What follows belongs to an exercise in optimizing a design on an open flow for a short achievable clock period and few clock cycles; a production flow would make more cautious choices.
Function was checked by simulation only, so behaviour that the tests miss may differ from the original.
Power is estimated from default activity; no workload was simulated.

==> 08-14: inputs <==
Design riscv_pipeline, start of the top module:
module riscv_pipeline(
  input logic clk,
  input logic rst_n,
  input logic [31:0] i_boot_addr,
  output logic [31:0] imem_rd_addr,
  input  logic [31:0] imem_rd_data,
  output logic [31:0] dmem_rd_addr,
  input  logic [31:0] dmem_rd_data,
  output logic        dmem_wr_req,
  output logic [3:0]  dmem_wr_be,
  output logic [31:0] dmem_wr_addr,
  output logic [31:0] dmem_wr_data
);
logic [31:2] pcF;         
logic [31:2] pcHn;        
wire  [31:2] pcH = ~pcHn;
logic        vD;
logic [31:0] instD;
logic [31:2] pcD;
logic        ptD;         
logic [31:2] ptgtD;       
logic [31:0] aE, bE, sdE;
logic        sdFwdE;       
logic [31:0] linkE;
logic [31:2] btgtE;
logic [31:2] pcE;
logic [31:2] ptgtE;
logic        ptE, jalE, ncE;    
logic [4:0]  rdE;
logic [2:0]  f3E;
logic        wenE, loadE, storeE, brE, jalrE, predE;
logic        eqBrE;         
logic        invE;          
logic [31:2] altE;          
logic        selSubE, arithE, cmpuE;
logic        selSumE, selLtE, selXorE, selOrE, selAndE, selSllE, selSrE, selLinkE;
logic [31:0] resM, sdM;        
logic [31:0] resMn;            
wire  [31:0] resMi = ~resMn;
logic [3:0]  beM;
logic [4:0]  rdM;
logic [2:0]  f3M;
logic        wenM, loadM, wreqM;
logic [31:0] resW;
logic [4:0]  rdW;
logic        wenW;
logic [31:0] rf [1:31];
logic [31:1] rfv;
assign imem_rd_addr = {pcF, 2'b00};
localparam NB = 8;
logic [NB-1:0] bV, bPt, bUn;
localparam TB = 11;              
logic [TB:2]   bPc [NB];
logic [31:2]   bTg [NB];
logic [1:0]    bCt [NB];
logic [2:0]    bPtr;
logic [NB-1:0] hitF;
logic [31:2]   btbTgtF;
always_comb begin
  btbTgtF = '0;
  for (int i = 0; i < NB; i++) begin
    hitF[i] = bPt[i] & (bPc[i] == pcH[TB:2]);
    btbTgtF = btbTgtF | ({30{hitF[i]}} & bTg[i]);
  end
end
wire btbTakeF = |hitF;
logic        uV, uTaken, uUn, uJalr;
logic [31:2] uPc, uTgt;
logic [NB-1:0] um;
always_comb for (int i = 0; i < NB; i++) um[i] = bV[i] & (bPc[i] == uPc[TB:2]);
wire uHit = |um;
wire [31:2] uTgtX = uJalr ? jtgtM : uTgt;
  ...
==> flow/config.mk <==
export PLATFORM = sky130hd
export DESIGN_NAME = riscv_pipeline
export DESIGN_NICKNAME = riscv_pipeline
export VERILOG_FILES = /design/flow/design.v
export SDC_FILE = /design/flow/constraint.sdc
export NUM_CORES = 4
export LEC_CHECK = 0
export CAP_MARGIN = 20
export CORE_MARGIN = 2
export CORE_UTILIZATION = 40
export SLEW_MARGIN = 20
==> flow/constraint.sdc <==
create_clock -name core_clock -period 10.0 [get_ports {clk}]
set_input_delay 2.0000 -clock core_clock [delete_from_list [all_inputs] [get_ports {clk}]]
set_output_delay 2.0000 -clock core_clock [all_outputs]
set_load 0.01 [all_outputs]
standard.sh (not shown) runs the stock make flow with config.mk's settings and CLKGATE_MAP_FILE= SYNTH_SCRIPT=/design/flow/synth_recipe.tcl, a recipe that flattens the netlist after the stock synthesis.
==> flow/flow/run.sh <==
#!/bin/bash
set -euo pipefail
bash standard.sh SETUP_SLACK_MARGIN=7 GPL_TIMING_DRIVEN=1 MATCH_CELL_FOOTPRINT=0 \
  'BUFFER_PORTS_ARGS=-buffer_cell sky130_fd_sc_hd__buf_4' finish > make_finish.log 2>&1
==> 02-16: changes against 08-14 <==
--- a/flow/design.v
+++ b/flow/design.v
@@ -534,29 +534,29 @@
 logic [31:2] pcHn;        
 wire  [31:2] pcH = ~pcHn;
 logic        vD;
 logic [31:0] instD;
 logic [31:2] pcD;
 logic        ptD;         
 logic [31:2] ptgtD;       
 logic [31:0] aE, bE, sdE;
+logic [31:0] bAddE;            
 logic        sdFwdE;       
 logic [31:0] linkE;
 logic [31:2] btgtE;
 logic [31:2] pcE;
 logic [31:2] ptgtE;
 logic        ptE, jalE, ncE;    
 logic [4:0]  rdE;
 logic [2:0]  f3E;
 logic        wenE, loadE, storeE, brE, jalrE, predE;
 logic        eqBrE;         
-logic        invE;          
 logic [31:2] altE;          
-logic        selSubE, arithE, cmpuE;
+logic        subE, arithE, cmpuE;
 logic        selSumE, selLtE, selXorE, selOrE, selAndE, selSllE, selSrE, selLinkE;
 logic [31:0] resM, sdM;        
 logic [31:0] resMn;            
 wire  [31:0] resMi = ~resMn;
 logic [3:0]  beM;
 logic [4:0]  rdM;
 logic [2:0]  f3M;
 logic        wenM, loadM, wreqM;
@@ -735,59 +735,58 @@
     eqBrE <= 1'b0;
   end else begin
     jalE   <= goD & isJalD;
     ncE    <= goD & ~isJalD & ~isJalrD & ~isBrD;
     wenE   <= goD & wrD;
     loadE  <= goD & isLoadD;
     storeE <= goD & isStoreD;
     brE    <= goD & isBrD;
-    eqBrE  <= goD & isBrD & ~f3D[2] & (rs2D == 5'd0);
+    eqBrE  <= goD & isBrD & ~f3D[2];
     jalrE  <= goD & isJalrD;
   end
 end
 always_ff @(posedge clk) begin
   aE    <= ({32{aSelSum}} & sumE) | ({32{aSelOth}} & resOE) | ({32{aSelLd}} & ldM) | ({32{aSelQ}} & aQ);
   bE    <= ({32{bSelSum}} & sumE) | ({32{bSelOth}} & resOE) | ({32{bSelLd}} & ldM) | ({32{bSelQ}} & bQ);
+  bAddE <= (({32{bSelSum}} & sumE) | ({32{bSelOth}} & resOE) | ({32{bSelLd}} & ldM) | ({32{bSelQ}} & bQ))
+           ^ {32{isAlurD & (f3D == 3'b000) & instD[30]}};
   sdE   <= sdSelLd ? ldM : rs2q;
   sdFwdE <= e2;
   linkE <= link4D;
   btgtE <= tgtD[31:2];
   rdE   <= rdD;
   f3E   <= f3D;
   predE <= ptD | instD[31];
-  invE  <= f3D[0] ^ (ptD | instD[31]);
   altE  <= (ptD | instD[31]) ? link4D[31:2] : tgtD[31:2];
   ptE   <= ptD;
   ptgtE <= ptgtD;
   pcE   <= pcD;
-  selSubE <= isAlurD & (f3D == 3'b000) & instD[30];
+  subE  <= isAlurD & (f3D == 3'b000) & instD[30];
   arithE <= instD[30];
   cmpuE <= isBrD ? f3D[1] : f3D[0];
-  selSumE  <= isLuiD | isAuipcD | isLoadD | isStoreD | (isAluD & f3D == 3'b000 & ~(isAlurD & instD[30]));
+  selSumE  <= isLuiD | isAuipcD | isLoadD | isStoreD | (isAluD & f3D == 3'b000);
   selLtE   <= isAluD & (f3D == 3'b010 || f3D == 3'b011);
   selXorE  <= isAluD & f3D == 3'b100;
   selOrE   <= isAluD & f3D == 3'b110;
   selAndE  <= isAluD & f3D == 3'b111;
   selSllE  <= isAluD & f3D == 3'b001;
   selSrE   <= isAluD & f3D == 3'b101;
   selLinkE <= isJalD | isJalrD;
 end
-wire [31:0] sumE  = aE + bE;
-wire [31:0] diffE = aE - bE;
+wire [31:0] sumE = aE + bAddE + {31'd0, subE};
 wire ltuE = aE < bE;
 wire ltE  = (aE[31] ^ bE[31]) ? (cmpuE ? bE[31] : aE[31]) : ltuE;
 wire eqE  = aE == bE;
 wire [31:0] sllE = aE << bE[4:0];
 wire signed [31:0] aEs = aE;
 wire [31:0] sraE = aEs >>> bE[4:0];
 wire [31:0] srE  = arithE ? sraE : (aE >> bE[4:0]);
 logic [31:0] resOE;      
 assign resOE = ({32{selLtE}}   & {31'd0, ltE})
-            | ({32{selSubE}}  & diffE)
             | ({32{selXorE}}  & (aE ^ bE))
             | ({32{selOrE}}   & (aE | bE))
             | ({32{selAndE}}  & (aE & bE))
             | ({32{selSllE}}  & sllE)
             | ({32{selSrE}}   & srE)
             | ({32{selLinkE}} & linkE);
 assign resE = ({32{selSumE}} & sumE) | resOE;
 wire condE  = f3E[2] ? ltE : eqE;
@@ -798,17 +797,17 @@
   jeqE = 1'b1;
   c = (aE[1] & bE[1]) | ((aE[1] ^ bE[1]) & aE[0] & bE[0]);
   for (int i = 2; i < 32; i++) begin
     if ((aE[i] ^ bE[i] ^ c) != ptgtE[i]) jeqE = 1'b0;
     c = (aE[i] & bE[i]) | ((aE[i] ^ bE[i]) & ~ptgtE[i]);
   end
 end
 wire tgtOkE = ptgtE == btgtE;
-assign fmisE  = eqBrE & ~killE & ((aE == 32'd0) ^ invE);
+assign fmisE  = eqBrE & ~killE & (eqE ^ f3E[0] ^ predE);
 assign misE   = ~killE & ((brE & ~eqBrE & (takenE ^ predE))
                         | (brE & takenE & predE & ptE & ~tgtOkE)
                         | (jalE & ptE & ~tgtOkE)
                         | (ncE & ptE));
 assign jmisE  = jalrE & ~killE & ~(ptE & jeqE);
 logic [3:0]  beE;
 logic [31:0] sdalE;
 wire  [31:0] sdv = sdFwdE ? mresM : sdE;
==> 10-22: changes against 08-14 <==
--- a/flow/design.v
+++ b/flow/design.v
@@ -544,19 +544,18 @@
 logic [31:2] btgtE;
 logic [31:2] pcE;
 logic [31:2] ptgtE;
 logic        ptE, jalE, ncE;    
 logic [4:0]  rdE;
 logic [2:0]  f3E;
 logic        wenE, loadE, storeE, brE, jalrE, predE;
 logic        eqBrE;         
-logic        invE;          
 logic [31:2] altE;          
-logic        selSubE, arithE, cmpuE;
+logic        subE, arithE, cmpuE;
 logic        selSumE, selLtE, selXorE, selOrE, selAndE, selSllE, selSrE, selLinkE;
 logic [31:0] resM, sdM;        
 logic [31:0] resMn;            
 wire  [31:0] resMi = ~resMn;
 logic [3:0]  beM;
 logic [4:0]  rdM;
 logic [2:0]  f3M;
 logic        wenM, loadM, wreqM;
@@ -670,35 +669,33 @@
 wire        bSelOth = bFromE & ~selSumE;
 wire        bSelLd  = bReg & ~e2 & m2 & loadM;
 wire        bSelQ   = ~bFromE & ~bSelLd;
 wire [31:0] bQ      = bReg ? rs2q : immD;
 wire        sdSelLd = m2 & loadM;
 logic misE, jmisE;
 logic misM, jmisM;
 logic killQ;
-logic [31:2] altM, jtgtM, btgtM;
-logic        fixM;       
+logic [31:2] altM, jtgtM;
 wire redirM = misM | jmisM;
 logic fmisE, zQ;
 wire killE  = redirM | zQ;
 wire vDk     = vD & ~redirM & ~killQ & ~zQ;
 wire stallD  = vDk & loadE & ((use1D & (rdE == rs1D)) | (use2D & ~isStoreD & (rdE == rs2D)));
 wire predD   = ~ptD & (isJalD | (isBrD & instD[31]));    
 wire redirD  = vDk & predD & ~stallD;
 wire goD     = vDk & ~stallD;               
 wire keepF   = ~redirM;
 wire selHold = keepF & stallD;
 wire selRedD = keepF & ~stallD & redirD;
 wire seqOk   = keepF & ~stallD & ~redirD;
 wire selBtb  = seqOk & btbTakeF;
 wire selSeq  = seqOk & ~btbTakeF;
 wire [31:2] pcInc = pcH + 30'd1;
-wire [31:2] newR  = ({30{misM & ~fixM}} & altM)
-                  | ({30{misM & fixM}}  & btgtM)
+wire [31:2] newR  = ({30{misM}}    & altM)
                   | ({30{jmisM}}   & jtgtM)
                   | ({30{selHold}} & pcH)
                   | ({30{selRedD}} & tgtD[31:2])
                   | ({30{selBtb}}  & btbTgtF)
                   | ({30{selSeq}}  & pcInc);
 wire [31:2] newF  = fmisE ? altE : newR;
 always_ff @(posedge clk) begin
   if (~rst_n) begin
@@ -735,59 +732,56 @@
     eqBrE <= 1'b0;
   end else begin
     jalE   <= goD & isJalD;
     ncE    <= goD & ~isJalD & ~isJalrD & ~isBrD;
     wenE   <= goD & wrD;
     loadE  <= goD & isLoadD;
     storeE <= goD & isStoreD;
     brE    <= goD & isBrD;
-    eqBrE  <= goD & isBrD & ~f3D[2] & (rs2D == 5'd0);
+    eqBrE  <= goD & isBrD & ~f3D[2];
     jalrE  <= goD & isJalrD;
   end
 end
 always_ff @(posedge clk) begin
   aE    <= ({32{aSelSum}} & sumE) | ({32{aSelOth}} & resOE) | ({32{aSelLd}} & ldM) | ({32{aSelQ}} & aQ);
   bE    <= ({32{bSelSum}} & sumE) | ({32{bSelOth}} & resOE) | ({32{bSelLd}} & ldM) | ({32{bSelQ}} & bQ);
   sdE   <= sdSelLd ? ldM : rs2q;
   sdFwdE <= e2;
   linkE <= link4D;
   btgtE <= tgtD[31:2];
   rdE   <= rdD;
   f3E   <= f3D;
   predE <= ptD | instD[31];
-  invE  <= f3D[0] ^ (ptD | instD[31]);
   altE  <= (ptD | instD[31]) ? link4D[31:2] : tgtD[31:2];
   ptE   <= ptD;
   ptgtE <= ptgtD;
   pcE   <= pcD;
-  selSubE <= isAlurD & (f3D == 3'b000) & instD[30];
+  subE  <= isAlurD & (f3D == 3'b000) & instD[30];
   arithE <= instD[30];
   cmpuE <= isBrD ? f3D[1] : f3D[0];
-  selSumE  <= isLuiD | isAuipcD | isLoadD | isStoreD | (isAluD & f3D == 3'b000 & ~(isAlurD & instD[30]));
+  selSumE  <= isLuiD | isAuipcD | isLoadD | isStoreD | (isAluD & f3D == 3'b000);
   selLtE   <= isAluD & (f3D == 3'b010 || f3D == 3'b011);
   selXorE  <= isAluD & f3D == 3'b100;
   selOrE   <= isAluD & f3D == 3'b110;
   selAndE  <= isAluD & f3D == 3'b111;
   selSllE  <= isAluD & f3D == 3'b001;
   selSrE   <= isAluD & f3D == 3'b101;
   selLinkE <= isJalD | isJalrD;
 end
-wire [31:0] sumE  = aE + bE;
-wire [31:0] diffE = aE - bE;
+wire [31:0] sumE = aE + (bE ^ {32{subE}}) + {31'd0, subE};
 wire ltuE = aE < bE;
 wire ltE  = (aE[31] ^ bE[31]) ? (cmpuE ? bE[31] : aE[31]) : ltuE;
 wire eqE  = aE == bE;
 wire [31:0] sllE = aE << bE[4:0];
 wire signed [31:0] aEs = aE;
 wire [31:0] sraE = aEs >>> bE[4:0];
 wire [31:0] srE  = arithE ? sraE : (aE >> bE[4:0]);
 logic [31:0] resOE;      
 assign resOE = ({32{selLtE}}   & {31'd0, ltE})
-            | ({32{selSubE}}  & diffE)
             | ({32{selXorE}}  & (aE ^ bE))
             | ({32{selOrE}}   & (aE | bE))
             | ({32{selAndE}}  & (aE & bE))
             | ({32{selSllE}}  & sllE)
             | ({32{selSrE}}   & srE)
             | ({32{selLinkE}} & linkE);
 assign resE = ({32{selSumE}} & sumE) | resOE;
 wire condE  = f3E[2] ? ltE : eqE;
@@ -798,17 +792,17 @@
   jeqE = 1'b1;
   c = (aE[1] & bE[1]) | ((aE[1] ^ bE[1]) & aE[0] & bE[0]);
   for (int i = 2; i < 32; i++) begin
     if ((aE[i] ^ bE[i] ^ c) != ptgtE[i]) jeqE = 1'b0;
     c = (aE[i] & bE[i]) | ((aE[i] ^ bE[i]) & ~ptgtE[i]);
   end
 end
 wire tgtOkE = ptgtE == btgtE;
-assign fmisE  = eqBrE & ~killE & ((aE == 32'd0) ^ invE);
+assign fmisE  = eqBrE & ~killE & (eqE ^ f3E[0] ^ predE);
 assign misE   = ~killE & ((brE & ~eqBrE & (takenE ^ predE))
                         | (brE & takenE & predE & ptE & ~tgtOkE)
                         | (jalE & ptE & ~tgtOkE)
                         | (ncE & ptE));
 assign jmisE  = jalrE & ~killE & ~(ptE & jeqE);
 logic [3:0]  beE;
 logic [31:0] sdalE;
 wire  [31:0] sdv = sdFwdE ? mresM : sdE;
@@ -829,19 +823,17 @@
     wreqM <= storeE & ~killE;
     misM  <= misE;
     jmisM <= jmisE;
   end
 end
 always_ff @(posedge clk) begin
   resM <= resE;
   resMn <= ~resE;
-  altM  <= (jalE | (brE & ~predE)) ? btgtE : linkE[31:2];
-  btgtM <= btgtE;
-  fixM  <= brE & takenE & ptE & ~tgtOkE;
+  altM  <= (jalE | (brE & takenE)) ? btgtE : linkE[31:2];    
   jtgtM <= sumE[31:2];
   uPc    <= pcE;
   uTgt   <= btgtE;
   uJalr  <= jalrE;
   uTaken <= ~brE | takenE;
   uUn    <= ~brE;
   sdM  <= sdalE;
   beM  <= beE;
==> flow/config.mk (replaced) <==
export PLATFORM = sky130hd
export DESIGN_NAME = riscv_pipeline
export DESIGN_NICKNAME = riscv_pipeline
export VERILOG_FILES = /design/flow/design.v
export SDC_FILE = /design/flow/constraint.sdc
export NUM_CORES = 4
export LEC_CHECK = 0
export CAP_MARGIN = 20
export CORE_MARGIN = 2
export CORE_UTILIZATION = 40
export PLACE_DENSITY = 0.7
export SLEW_MARGIN = 20
==> qor summary <==
quantity	10-22	08-14	02-16
Run status	finished clean	finished clean	finished clean
Synthesis-stage register bit count	2096	2098	2129
Met3 routed WL	49300 um	39800 um	40500 um
Area enclosed by the die boundary	255000 um2	256000 um2	260000 um2
Critical path capture point	dmem_wr_addr[24]	bE[26]	pcF[16]
Arrival time at the worst endpoint	1.48 ns	4.30 ns	4.30 ns
Worst-margin pin slew	1.21 ns	1.14 ns	1.18 ns
Pre-CTS setup slack	4.75 ns	5.11 ns	4.84 ns
Longest individual stage delay on the worst path	0.45 ns	0.52 ns	0.60 ns
Initial antenna violation count	21	37	27
# placed instances	10700	10600	11000
Critical Path End Type	output port	register	register
Via-to-Cell Ratio	6.48	6.30	6.35
Starting density of the core	40.3%	40.1%	40.3%
Fraction of power spent switching nets	27.2%	27.2%	28.5%
Power spent charging and discharging nets	0.00593 W	0.00611 W	0.00661 W
Buffering stage count on the worst path with inverters included	1	4	2
Total leakage power	45.0 nW	45.3 nW	45.8 nW
Final std cell area, no fill	127000 um2	129000 um2	129000 um2
GR Layer Usage met3	8.12%	6.46%	6.24%
Gr usage total	30.0%	29.4%	30.5%
Filler cell count	20000	20600	21100
Mapped Area	100000 um2	101000 um2	102000 um2
Compound-cell area share of the yosys netlist	9.71%	9.88%	10.4%
Testbench counts of 08-14, summed over its fixed seeds: cycles 25,350.
Testbench counts of 02-16, summed over its fixed seeds: cycles 25,327.
Testbench counts of 10-22, summed over its fixed seeds: cycles 25,327.

[port drivers added, routing unchanged]
No port has a modelled driver above. Below, the same layouts with a new extraction and two added sets of constraints.
Step 1, drivers: a clkbuf_16 drives clk and a buf_2 each remaining input, both assumed.
Step 2 also shifts input and output timing later by t, the mid clock arrival at the registers, as if the neighbouring blocks saw the same clock.
Three values: ideal, step 1, step 2; two values: the first two.
run	shift t [ns]	setup WS [ns]	worst data-port slew with drivers (ns)	pins driven straight from the clock port
08-14	0.950	6.367 / 6.367 / 5.808	0.28	1
02-16	0.966	6.410 / 6.410 / 5.698	0.22	1
10-22	0.958	6.524 / 6.431 / 5.835	0.19	1
After both steps setup and hold are still met in every run listed. For 02-16, which loses most, drivers alone change the setup slack by 0.000 ns; drivers and shift together by -0.712 ns.
